This design comes from an exercise in tuning for small area on the open sky130 flow, not from production work.
The RTL was checked by simulation tests, not by an equivalence proof against the original design.
Power is estimated from default activity; no workload was simulated.

==> inputs of job 5266 <==
==> flow/design.v (excerpt) <==
module Keyboard (
    input [2:0] kb_lang,
    input [10:0] ps2_key,
    input pulse,
    input reset,
    output reg caps_lock,
    output [7:0] ascii_code
);
==> flow/config.mk <==
export PLATFORM = sky130hd
export DESIGN_NAME = Keyboard
export DESIGN_NICKNAME = Keyboard
export VERILOG_FILES = /design/flow/design.v
export SDC_FILE = /design/flow/constraint.sdc
export NUM_CORES = 4
export LEC_CHECK = 0
export ABC_AREA = 1
export CAP_MARGIN = 20
export CORE_MARGIN = 2
export CORE_UTILIZATION = 40
export GPL_TIMING_DRIVEN = 0
export SLEW_MARGIN = 20
==> flow/constraint.sdc <==
create_clock -name core_clock -period 10.0 [get_ports {pulse}]
set_input_delay 2.0000 -clock core_clock [delete_from_list [all_inputs] [get_ports {pulse}]]
set_output_delay 2.0000 -clock core_clock [all_outputs]
set_load 0.01 [all_outputs]
standard.sh (not shown) runs the stock make flow with config.mk's settings and CLKGATE_MAP_FILE= SYNTH_SCRIPT=/design/flow/synth_recipe.tcl, a recipe that flattens the netlist after the stock synthesis.
==> flow/flow/run.sh <==
#!/bin/bash
# Own flow: the standard synthesis, then an area re-optimisation of the gates between the
# flip-flops (flip-flops untouched: same instances, names and cells), then the standard
# layout from that netlist, with the smallest buffer on the ports and a small clock tree.
set -euo pipefail
HERE=$(pwd)
R=$HERE/orfs/results/$FLOW_PLATFORM/Keyboard/base
LIB=$FLOW_HOME/platforms/$FLOW_PLATFORM/lib/sky130_fd_sc_hd__tt_025C_1v80.lib
bash standard.sh synth > $HERE/std_synth.log 2>&1
cp $R/1_2_yosys.v $HERE/std_netlist.v
# the flip-flop cells the standard synthesis used
KEEP=$(grep -o 'sky130_fd_sc_hd__[a-z]*df[a-z0-9_]*' $HERE/std_netlist.v | sort -u | tr '\n' ' ' | sed 's/ $//')
# deepsyn from several random seeds, NUM_CORES at a time; keep the smallest result
SEEDS="1 2 3 4"
n=0
for s in $SEEDS; do
  sed -e "s/@SEED@/$s/" -e "s/@TIME@/${DEEPSYN_T:-1500}/" $HERE/flow/area.abc.in > $HERE/area_$s.abc
  LIB_FILE=$LIB IN_NETLIST=$HERE/std_netlist.v OUT_NETLIST=$HERE/opt_netlist_$s.v KEEP_CELLS="$KEEP" \
  ABC_SCRIPT=$HERE/area_$s.abc STAT_FILE=$HERE/reopt_stat_$s.txt \
    yosys -c $HERE/flow/reopt.tcl > $HERE/reopt_$s.log 2>&1 &
  n=$((n+1))
  if (( n % ${NUM_CORES:-4} == 0 )); then wait; fi
done
wait
best=""; bestA=""
for s in $SEEDS; do
  [[ -f $HERE/reopt_stat_$s.txt ]] || continue
  a=$(grep -i "chip area for module" $HERE/reopt_stat_$s.txt | awk '{print $NF}')
  [[ -n "$a" ]] || continue
  echo "seed $s area $a" >> $HERE/reopt_summary.log
  if [[ -z "$best" ]] || awk -v a="$a" -v b="$bestA" 'BEGIN{exit !(a<b)}'; then best=$s; bestA=$a; fi
done
echo "best seed $best area $bestA" >> $HERE/reopt_summary.log
if [[ -n "$best" ]]; then cp $HERE/opt_netlist_$best.v $HERE/opt_netlist.v; else cp $HERE/std_netlist.v $HERE/opt_netlist.v; fi
# prove the re-optimised gates equal to the standard ones (flip-flops cut, paired by instance name)
python3 $HERE/flow/cutff.py $HERE/std_netlist.v $HERE/eq_std.v
python3 $HERE/flow/cutff.py $HERE/opt_netlist.v $HERE/eq_opt.v
if ! yosys -p "
read_liberty -ignore_miss_func $LIB; read_verilog $HERE/eq_std.v; hierarchy -top $FLOW_TOP; flatten; rename $FLOW_TOP gold; design -stash g;
read_liberty -ignore_miss_func $LIB; read_verilog $HERE/eq_opt.v; hierarchy -top $FLOW_TOP; flatten; rename $FLOW_TOP gate; design -stash h;
design -copy-from g -as gold gold; design -copy-from h -as gate gate;
miter -equiv -flatten -make_assert gold gate miter; hierarchy -top miter; sat -verify -prove-asserts miter" > $HERE/reopt_equiv.log 2>&1; then
  echo "re-optimised netlist not proven equal; using the standard one" >> $HERE/reopt_summary.log
  cp $HERE/std_netlist.v $HERE/opt_netlist.v
fi
yosys -p "read_liberty -lib $LIB; read_verilog $HERE/opt_netlist.v; hierarchy -check -top $FLOW_TOP; check -assert" > $HERE/reopt_check.log 2>&1
if grep -q 'lpflow\|probe' $HERE/opt_netlist.v; then echo "don't-use cell in netlist" >&2; exit 1; fi
cp $HERE/opt_netlist.v $R/1_2_yosys.v
touch $R/1_2_yosys.v
bash standard.sh finish \
  BUFFER_PORTS_ARGS="-buffer_cell sky130_fd_sc_hd__buf_1" \
  CTS_ARGS="-sink_clustering_enable -repair_clock_nets -dont_use_dummy_load -buf_list sky130_fd_sc_hd__clkbuf_8" \
  > $HERE/layout.log 2>&1
Other scripts of this flow, unchanged in this note and not shown: flow/flow/area.abc.in, flow/flow/cutff.py, flow/flow/reopt.tcl
==> job 1907: changes against job 5266 <==
--- a/flow/flow/run.sh
+++ b/flow/flow/run.sh
@@ -13,6 +13,6 @@
 # deepsyn from several random seeds, NUM_CORES at a time; keep the smallest result
-SEEDS="1 2 3 4"
+SEEDS="1 2 3 4 5 6 7 8"
 n=0
 for s in $SEEDS; do
-  sed -e "s/@SEED@/$s/" -e "s/@TIME@/${DEEPSYN_T:-1500}/" $HERE/flow/area.abc.in > $HERE/area_$s.abc
+  sed -e "s/@SEED@/$s/" -e "s/@TIME@/${DEEPSYN_T:-300}/" $HERE/flow/area.abc.in > $HERE/area_$s.abc
   LIB_FILE=$LIB IN_NETLIST=$HERE/std_netlist.v OUT_NETLIST=$HERE/opt_netlist_$s.v KEEP_CELLS="$KEEP" \
==> out/qor.txt <==
first-pass GRT wire length: 22900 um
WL final: 15100 um
met2 Use GR: 58.6%
outcome: timing/DRC/antenna clean
hold path cells: 1
Psw: 0.0839 mW
fin area: 3120 sq um
P_comb: 0.0711 mW
That was job 1907.
==> out/qor.txt <==
outcome: timing/DRC/antenna clean
WL final: 14100 um
met2 Use GR: 52.9%
hold path cells: 2
Psw: 0.0908 mW
P_comb: 0.0799 mW
That was job 5266.

==> inputs of v7 <==
Another version of the RTL of Keyboard (not shown whole).
clock: 10.0 ns
lec_check: 0
cap_margin: 20
core_margin: 2
core_utilization: 40
slew_margin: 20
run.sh (not shown) runs the stock make flow with config.mk's settings and CLKGATE_MAP_FILE= SYNTH_SCRIPT=/design/flow/synth_recipe.tcl, a recipe that flattens the netlist after the stock synthesis.
Stock flow here: none of the scripts above is used.
==> inputs of v36, as changes to v7 <==
--- a/flow/config.mk
+++ b/flow/config.mk
@@ -6,4 +6,5 @@
 export NUM_CORES = 4
 export LEC_CHECK = 0
+export ABC_AREA = 1
 export CAP_MARGIN = 20
 export CORE_MARGIN = 2
==> comparison <==
Against v36, the combinational power of v7 is higher by 47%.
Clock skew is about the same in v7 and v36.
Of v7 and v36, v7 has the higher global-route usage (gap 3.5 points).
In v36 the die area is smaller than in v7, by 11%.
Against v7, the critical path depth of v36 is higher by 8.
In sequential power, v36 and v7 hardly differ.
Against v36, the synthesized cell count of v7 is smaller by 16%.
Sequential share of layout area: v36 is higher than v7 (0.87 points).
Between v36 and v7, the lower via count is in v36 (gap about 7%, measured against v7).
Fmax: v7 is smaller than v36 (about 20%).
==> figures <==
quantity	v36	v7
Endpoint, Worst Hold	ascii_key[6]	ascii_key[7]
Share of final layout cell area taken by clock buffers and inverters	2.09%	1.90%
Highest routed layer	met4	met5
Total routed wire length on the met1 layer	9710 um	11,100 um
Clock slew seen by the registers of the worst setup and hold paths	60 ps	70 ps
Full die area	12,300 um^2	13,800 um^2
Worst setup path start	ps2_key[4]	ps2_key[6]
Post-Synthesis Cells	951	798
Filler instances	1,278	1,311
Critical path data arrival time	5410 ps	6770 ps
Initial antenna violation count	0	2
Result of the run	timing/DRC/antenna clean	timing/DRC/antenna clean
Internal power summed over all cells	0.207 mW	0.221 mW
Fraction of the mapped netlist area in adder cells	1.37%	1.22%
Worst slew pin tran	1010 ps	1370 ps
Net total in the final layout	984	789
Mean cell area of the mapped netlist	4.80 um^2	6.45 um^2
Detailed-routed wire length on met2	9870 um	11,900 um
Power share of the sequential group	31.5%	27.0%
Leading power group	clock	combinational cells
Utilization after layout	45.8%	44.0%
Area of the mapped netlist	4560 um^2	5150 um^2

==> inputs of job 2743 <==
Another version of the RTL of Keyboard (not shown whole).
Design Keyboard, start of the top module:
module Keyboard (
    input [2:0] kb_lang,
    input [10:0] ps2_key,
    input pulse,
    input reset,
    output reg caps_lock,
    output [7:0] ascii_code
);
==> flow/config.mk <==
export PLATFORM = sky130hd
export DESIGN_NAME = Keyboard
export DESIGN_NICKNAME = Keyboard
export VERILOG_FILES = /design/flow/design.v
export SDC_FILE = /design/flow/constraint.sdc
export NUM_CORES = 4
export LEC_CHECK = 0
export ABC_AREA = 1
export CAP_MARGIN = 20
export CORE_MARGIN = 2
export CORE_UTILIZATION = 40
export GPL_TIMING_DRIVEN = 0
export SLEW_MARGIN = 20
==> flow/constraint.sdc <==
create_clock -name core_clock -period 10.0 [get_ports {pulse}]
set_input_delay 2.0000 -clock core_clock [delete_from_list [all_inputs] [get_ports {pulse}]]
set_output_delay 2.0000 -clock core_clock [all_outputs]
set_load 0.01 [all_outputs]
standard.sh (not shown) runs the stock make flow with config.mk's settings and CLKGATE_MAP_FILE= SYNTH_SCRIPT=/design/flow/synth_recipe.tcl, a recipe that flattens the netlist after the stock synthesis.
==> flow/flow/run.sh <==
#!/bin/bash
# Own flow: the standard synthesis, then an area re-optimisation of the gates between the
# flip-flops (flip-flops untouched: same instances, names and cells), then the standard
# layout from that netlist, with the smallest buffer on the ports and a small clock tree.
set -euo pipefail
HERE=$(pwd)
R=$HERE/orfs/results/$FLOW_PLATFORM/Keyboard/base
LIB=$FLOW_HOME/platforms/$FLOW_PLATFORM/lib/sky130_fd_sc_hd__tt_025C_1v80.lib
bash standard.sh synth > $HERE/std_synth.log 2>&1
cp $R/1_2_yosys.v $HERE/std_netlist.v
# the flip-flop cells the standard synthesis used
KEEP=$(grep -o 'sky130_fd_sc_hd__[a-z]*df[a-z0-9_]*' $HERE/std_netlist.v | sort -u | tr '\n' ' ' | sed 's/ $//')
# deepsyn from several random seeds, NUM_CORES at a time; keep the smallest result
SEEDS="1 2 3 4"
n=0
for s in $SEEDS; do
  sed -e "s/@SEED@/$s/" -e "s/@TIME@/${DEEPSYN_T:-1500}/" $HERE/flow/area.abc.in > $HERE/area_$s.abc
  LIB_FILE=$LIB IN_NETLIST=$HERE/std_netlist.v OUT_NETLIST=$HERE/opt_netlist_$s.v KEEP_CELLS="$KEEP" \
  ABC_SCRIPT=$HERE/area_$s.abc STAT_FILE=$HERE/reopt_stat_$s.txt \
    yosys -c $HERE/flow/reopt.tcl > $HERE/reopt_$s.log 2>&1 &
  n=$((n+1))
  if (( n % ${NUM_CORES:-4} == 0 )); then wait; fi
done
wait
best=""; bestA=""
for s in $SEEDS; do
  [[ -f $HERE/reopt_stat_$s.txt ]] || continue
  a=$(grep -i "chip area for module" $HERE/reopt_stat_$s.txt | awk '{print $NF}')
  [[ -n "$a" ]] || continue
  echo "seed $s area $a" >> $HERE/reopt_summary.log
  if [[ -z "$best" ]] || awk -v a="$a" -v b="$bestA" 'BEGIN{exit !(a<b)}'; then best=$s; bestA=$a; fi
done
echo "best seed $best area $bestA" >> $HERE/reopt_summary.log
if [[ -n "$best" ]]; then cp $HERE/opt_netlist_$best.v $HERE/opt_netlist.v; else cp $HERE/std_netlist.v $HERE/opt_netlist.v; fi
# prove the re-optimised gates equal to the standard ones (flip-flops cut, paired by instance name)
python3 $HERE/flow/cutff.py $HERE/std_netlist.v $HERE/eq_std.v
python3 $HERE/flow/cutff.py $HERE/opt_netlist.v $HERE/eq_opt.v
if ! yosys -p "
read_liberty -ignore_miss_func $LIB; read_verilog $HERE/eq_std.v; hierarchy -top $FLOW_TOP; flatten; rename $FLOW_TOP gold; design -stash g;
read_liberty -ignore_miss_func $LIB; read_verilog $HERE/eq_opt.v; hierarchy -top $FLOW_TOP; flatten; rename $FLOW_TOP gate; design -stash h;
design -copy-from g -as gold gold; design -copy-from h -as gate gate;
miter -equiv -flatten -make_assert gold gate miter; hierarchy -top miter; sat -verify -prove-asserts miter" > $HERE/reopt_equiv.log 2>&1; then
  echo "re-optimised netlist not proven equal; using the standard one" >> $HERE/reopt_summary.log
  cp $HERE/std_netlist.v $HERE/opt_netlist.v
fi
yosys -p "read_liberty -lib $LIB; read_verilog $HERE/opt_netlist.v; hierarchy -check -top $FLOW_TOP; check -assert" > $HERE/reopt_check.log 2>&1
if grep -q 'lpflow\|probe' $HERE/opt_netlist.v; then echo "don't-use cell in netlist" >&2; exit 1; fi
cp $HERE/opt_netlist.v $R/1_2_yosys.v
touch $R/1_2_yosys.v
bash standard.sh finish \
  BUFFER_PORTS_ARGS="-buffer_cell sky130_fd_sc_hd__buf_1" \
  CTS_ARGS="-sink_clustering_enable -repair_clock_nets -dont_use_dummy_load -buf_list sky130_fd_sc_hd__clkbuf_8" \
  > $HERE/layout.log 2>&1
Other scripts of this flow, unchanged in this note and not shown: flow/flow/area.abc.in, flow/flow/cutff.py, flow/flow/reopt.tcl
==> job 1923 (differences from job 2743) <==
--- a/flow/design.v
+++ b/flow/design.v
@@ -14,50 +14,50 @@
     localparam kb_ES = 3'd5;
     localparam k_F0 = 8'd192;
     localparam NONE = 8'hFF;
     wire [2:0] lang = kb_lang;
     wire ps2_pressed = ps2_key[9];
     wire ps2_released = ~ps2_pressed;
     reg old_ps2_stb;
-    reg SHIFT_L;
-    reg SHIFT_R;
-    reg CTRL_L;
-    reg CTRL_R;
-    reg ALT_L;
-    reg ALT_R;
-    reg [7:0] joy_key;
+    reg n_SHIFT_L; wire SHIFT_L = ~n_SHIFT_L;
+    reg n_SHIFT_R; wire SHIFT_R = ~n_SHIFT_R;
+    reg n_CTRL_L; wire CTRL_L = ~n_CTRL_L;
+    reg n_CTRL_R; wire CTRL_R = ~n_CTRL_R;
+    reg n_ALT_L; wire ALT_L = ~n_ALT_L;
+    reg n_ALT_R; wire ALT_R = ~n_ALT_R;
+    reg [7:0] n_joy;
     reg [7:0] n_ascii;
     wire SHIFT = SHIFT_L | SHIFT_R;
     wire CTRL = CTRL_L | CTRL_R;
     wire ALT = ALT_L | ALT_R;
     wire ps2_changed = (old_ps2_stb ^ ps2_key[10]);
     wire [7:0] CAPSTOGGLE = (SHIFT ^ caps_lock) ? 8'h00 : 8'h20;
     wire [7:0] CTRLMASK = CTRL ? 8'h1f : 8'hff;
     wire [8:0] keycode = ps2_key[8:0];
-    assign ascii_code = (~n_ascii) & (joy_key);
+    assign ascii_code = (~n_ascii) & (~n_joy);
     always @(posedge pulse) begin
         old_ps2_stb <= ps2_key[10];
         if (reset) begin
             caps_lock <= 0;
-            SHIFT_L <= 0;
-            SHIFT_R <= 0;
-            CTRL_L <= 0;
-            CTRL_R <= 0;
-            ALT_L <= 0;
-            ALT_R <= 0;
-            joy_key <= 8'hff;
+            n_SHIFT_L <= 1;
+            n_SHIFT_R <= 1;
+            n_CTRL_L <= 1;
+            n_CTRL_R <= 1;
+            n_ALT_L <= 1;
+            n_ALT_R <= 1;
+            n_joy <= 8'h00;
             n_ascii <= 8'h00;
         end else if (ps2_changed) begin
             case (keycode)
-                9'h012: begin n_ascii <= 8'h00; SHIFT_L <= ps2_pressed; end
-                9'h059: begin n_ascii <= 8'h00; SHIFT_R <= ps2_pressed; end
-                9'h014: begin n_ascii <= 8'h00; CTRL_L  <= ps2_pressed; end
-                9'h114: begin n_ascii <= 8'h00; CTRL_R  <= ps2_pressed; end
-                9'h011: begin n_ascii <= 8'h00; ALT_L   <= ps2_pressed; end
-                9'h111: begin n_ascii <= 8'h00; ALT_R   <= ps2_pressed; end
+                9'h012: begin n_ascii <= 8'h00; n_SHIFT_L <= ~ps2_pressed; end
+                9'h059: begin n_ascii <= 8'h00; n_SHIFT_R <= ~ps2_pressed; end
+                9'h014: begin n_ascii <= 8'h00; n_CTRL_L  <= ~ps2_pressed; end
+                9'h114: begin n_ascii <= 8'h00; n_CTRL_R  <= ~ps2_pressed; end
+                9'h011: begin n_ascii <= 8'h00; n_ALT_L   <= ~ps2_pressed; end
+                9'h111: begin n_ascii <= 8'h00; n_ALT_R   <= ~ps2_pressed; end
                 9'h058: begin n_ascii <= 8'h00; caps_lock <= caps_lock ^ ps2_pressed; end
                 default: begin end
             endcase
             if (ALT_R) begin
                 case (lang)
                 kb_DE:
                     case (keycode)
@@ -129,25 +129,25 @@
                     9'h0b: n_ascii <= ~(k_F0 + 8'd6);
                     9'h83: n_ascii <= ~(k_F0 + 8'd7);
                     9'h0a: n_ascii <= ~(k_F0 + 8'd8);
                     9'h01: n_ascii <= ~(k_F0 + 8'd9);
                     9'h09: n_ascii <= ~(k_F0 +8'd10);
                     9'h78: n_ascii <= ~(k_F0 +8'd11);
                     9'h07: n_ascii <= ~(k_F0 +8'd12);     
-                    9'h174: joy_key[0] <= ps2_released;      
-                    9'h16b: joy_key[1] <= ps2_released;      
-                    9'h172: joy_key[2] <= ps2_released;      
-                    9'h175: joy_key[3] <= ps2_released;      
-                    9'h17d: joy_key[4] <= ps2_released;      
-                    9'h171: if (CTRL & ALT) joy_key[4] <= ps2_released; 
-                        else joy_key[7] <= ps2_released;     
-                    9'h17a: joy_key[5] <= ps2_released;      
+                    9'h174: n_joy[0] <= ps2_pressed;      
+                    9'h16b: n_joy[1] <= ps2_pressed;      
+                    9'h172: n_joy[2] <= ps2_pressed;      
+                    9'h175: n_joy[3] <= ps2_pressed;      
+                    9'h17d: n_joy[4] <= ps2_pressed;      
+                    9'h171: if (CTRL & ALT) n_joy[4] <= ps2_pressed; 
+                        else n_joy[7] <= ps2_pressed;     
+                    9'h17a: n_joy[5] <= ps2_pressed;      
                     9'h170, 9'h16c:
-                            joy_key[6] <= ps2_released;      
-                    9'h169: joy_key[7] <= ps2_released;      
+                            n_joy[6] <= ps2_pressed;      
+                    9'h169: n_joy[7] <= ps2_pressed;      
                     9'h0d:  n_ascii <= ~(8'h09);    
                     9'h5a, 9'h15a:
                             n_ascii <= ~(8'h0a);   
                     9'h76:  n_ascii <= ~(8'h1b);   
                     9'h66:  n_ascii <= ~(8'h7f);  
                     9'h29:  n_ascii <= ~(" ");
                     9'h16:
--- a/flow/flow/run.sh
+++ b/flow/flow/run.sh
@@ -6,36 +6,31 @@
 HERE=$(pwd)
 R=$HERE/orfs/results/$FLOW_PLATFORM/Keyboard/base
 LIB=$FLOW_HOME/platforms/$FLOW_PLATFORM/lib/sky130_fd_sc_hd__tt_025C_1v80.lib
 bash standard.sh synth > $HERE/std_synth.log 2>&1
 cp $R/1_2_yosys.v $HERE/std_netlist.v
 # the flip-flop cells the standard synthesis used
 KEEP=$(grep -o 'sky130_fd_sc_hd__[a-z]*df[a-z0-9_]*' $HERE/std_netlist.v | sort -u | tr '\n' ' ' | sed 's/ $//')
-# deepsyn from several random seeds, NUM_CORES at a time; keep the smallest result
+# deepsyn from several random seeds in parallel; keep the smallest result
 SEEDS="1 2 3 4"
-n=0
 for s in $SEEDS; do
-  sed -e "s/@SEED@/$s/" -e "s/@TIME@/${DEEPSYN_T:-1500}/" $HERE/flow/area.abc.in > $HERE/area_$s.abc
+  sed -e "s/@SEED@/$s/" -e "s/@TIME@/${DEEPSYN_T:-300}/" $HERE/flow/area.abc.in > $HERE/area_$s.abc
   LIB_FILE=$LIB IN_NETLIST=$HERE/std_netlist.v OUT_NETLIST=$HERE/opt_netlist_$s.v KEEP_CELLS="$KEEP" \
   ABC_SCRIPT=$HERE/area_$s.abc STAT_FILE=$HERE/reopt_stat_$s.txt \
     yosys -c $HERE/flow/reopt.tcl > $HERE/reopt_$s.log 2>&1 &
-  n=$((n+1))
-  if (( n % ${NUM_CORES:-4} == 0 )); then wait; fi
 done
 wait
 best=""; bestA=""
 for s in $SEEDS; do
-  [[ -f $HERE/reopt_stat_$s.txt ]] || continue
-  a=$(grep -i "chip area for module" $HERE/reopt_stat_$s.txt | awk '{print $NF}')
-  [[ -n "$a" ]] || continue
+  a=$(grep -i "chip area for module" $HERE/reopt_stat_$s.txt | awk '{print $NF}') || continue
   echo "seed $s area $a" >> $HERE/reopt_summary.log
   if [[ -z "$best" ]] || awk -v a="$a" -v b="$bestA" 'BEGIN{exit !(a<b)}'; then best=$s; bestA=$a; fi
 done
 echo "best seed $best area $bestA" >> $HERE/reopt_summary.log
-if [[ -n "$best" ]]; then cp $HERE/opt_netlist_$best.v $HERE/opt_netlist.v; else cp $HERE/std_netlist.v $HERE/opt_netlist.v; fi
+cp $HERE/opt_netlist_$best.v $HERE/opt_netlist.v
 # prove the re-optimised gates equal to the standard ones (flip-flops cut, paired by instance name)
 python3 $HERE/flow/cutff.py $HERE/std_netlist.v $HERE/eq_std.v
 python3 $HERE/flow/cutff.py $HERE/opt_netlist.v $HERE/eq_opt.v
 if ! yosys -p "
 read_liberty -ignore_miss_func $LIB; read_verilog $HERE/eq_std.v; hierarchy -top $FLOW_TOP; flatten; rename $FLOW_TOP gold; design -stash g;
 read_liberty -ignore_miss_func $LIB; read_verilog $HERE/eq_opt.v; hierarchy -top $FLOW_TOP; flatten; rename $FLOW_TOP gate; design -stash h;
 design -copy-from g -as gold gold; design -copy-from h -as gate gate;
==> results.json <==
{
  "crit_buf_inv": 2,
  "p_int_mw": 0.140,
  "synth_nets": 472,
  "nNetsFinal": 502,
  "max_slew_margin_pct": 21.9,
  "mostFrequentLayoutCells": "nor2_1 (75), nand2_1 (66), o21ai_0 (49), a21oi_1 (39), nor3_1 (30)",
  "r2r_end": "n_ascii[1]",
  "worstSetupPathDepth": 13,
  "cpMostUsedCell": "a21oi_1",
  "outcome": "finished clean",
  "reg_top3": "joy_key: 8 flops, n_ascii: 8 flops",
  "power_density_nw_per_um2": 74.0,
  "clock_skew_ns": 0.0124,
  "syn_area_um2": 2780,
  "min_path_cells": 2,
  "crit_path_cell_trace": "buf_1, clkinv_1, nand2_1, nor2_1, nor2b_1, o22a_1, a21oi_1, o21bai_1, a21oi_1, nor4b_2, o211ai_1, nor4_1, o21ai_0"
}
That was job 2743.
==> results.json <==
{
  "nNetsFinal": 518,
  "max_slew_margin_pct": 25.2,
  "power_density_nw_per_um2": 71.8,
  "r2r_end": "n_ascii[6]",
  "clock_skew_ns": 0.00878,
  "crit_buf_inv": 1,
  "syn_area_um2": 2830,
  "p_int_mw": 0.141,
  "worstSetupPathDepth": 15,
  "crit_path_cell_trace": "buf_1, nor2b_1, nand3_1, nor3_1, a21oi_1, or3b_1, a2bb2oi_1, a21oi_1, nor4_1, nor2_1, nand2_1, nand4_1, nand3_1, nand4_1, a32o_1",
  "min_path_cells": 1,
  "outcome": "finished clean",
  "mostFrequentLayoutCells": "nor2_1 (95), nand2_1 (60), a21oi_1 (54), nand3_1 (36), o21ai_0 (34)"
}
That was job 1923.

afterwards: timing with drivers on the ports:
In the flow no input, the clock included, has a driving cell. The finished layouts below were timed again as built, in two steps. Step 1 (the two cells are an assumption about what drives the block):
set clk [get_ports {pulse}]
set_driving_cell -lib_cell sky130_fd_sc_hd__clkbuf_16 $clk
set_driving_cell -lib_cell sky130_fd_sc_hd__buf_2 [delete_from_list [all_inputs] $clk]
Step 2 adds t to the input delays and takes it off the output delays; t is the mean of the earliest and latest rising clock arrival at the registers after step 1. Input paths then give back, and output paths get back, about the clock's delay inside the block. a / b / c = ideal / step 1 / step 2; a / b = the first two.
run | shift t [ns] | setup WS [ns] | worst hold slack (ns) | worst setup path after step 2 | pins driven straight from the clock port
job 5266 | 0.286 | 3.145 / 3.144 / 2.858 | 0.451 / 0.451 / 0.451 | input to register | 1
job 1907 | 0.285 | 3.879 / 3.878 / 3.593 | 0.481 / 0.481 / 0.481 | input to register | 1
v7 | 0.290 | 3.374 / 3.382 / 3.092 | 0.491 / 0.491 / 0.491 | input to register | 1
v36 | 0.287 | 4.748 / 4.753 / 4.465 | 0.468 / 0.468 / 0.468 | input to register | 1
job 2743 | 0.279 | 3.345 / 3.344 / 3.065 | 0.466 / 0.466 / 0.466 | input to register | 1
job 1923 | 0.282 | 3.920 / 3.920 / 3.637 | 0.461 / 0.461 / 0.461 | input to register | 1
After both steps setup and hold are still met in every run listed. For job 5266, which loses most, drivers alone change the setup slack by -0.001 ns; drivers and shift together by -0.287 ns.
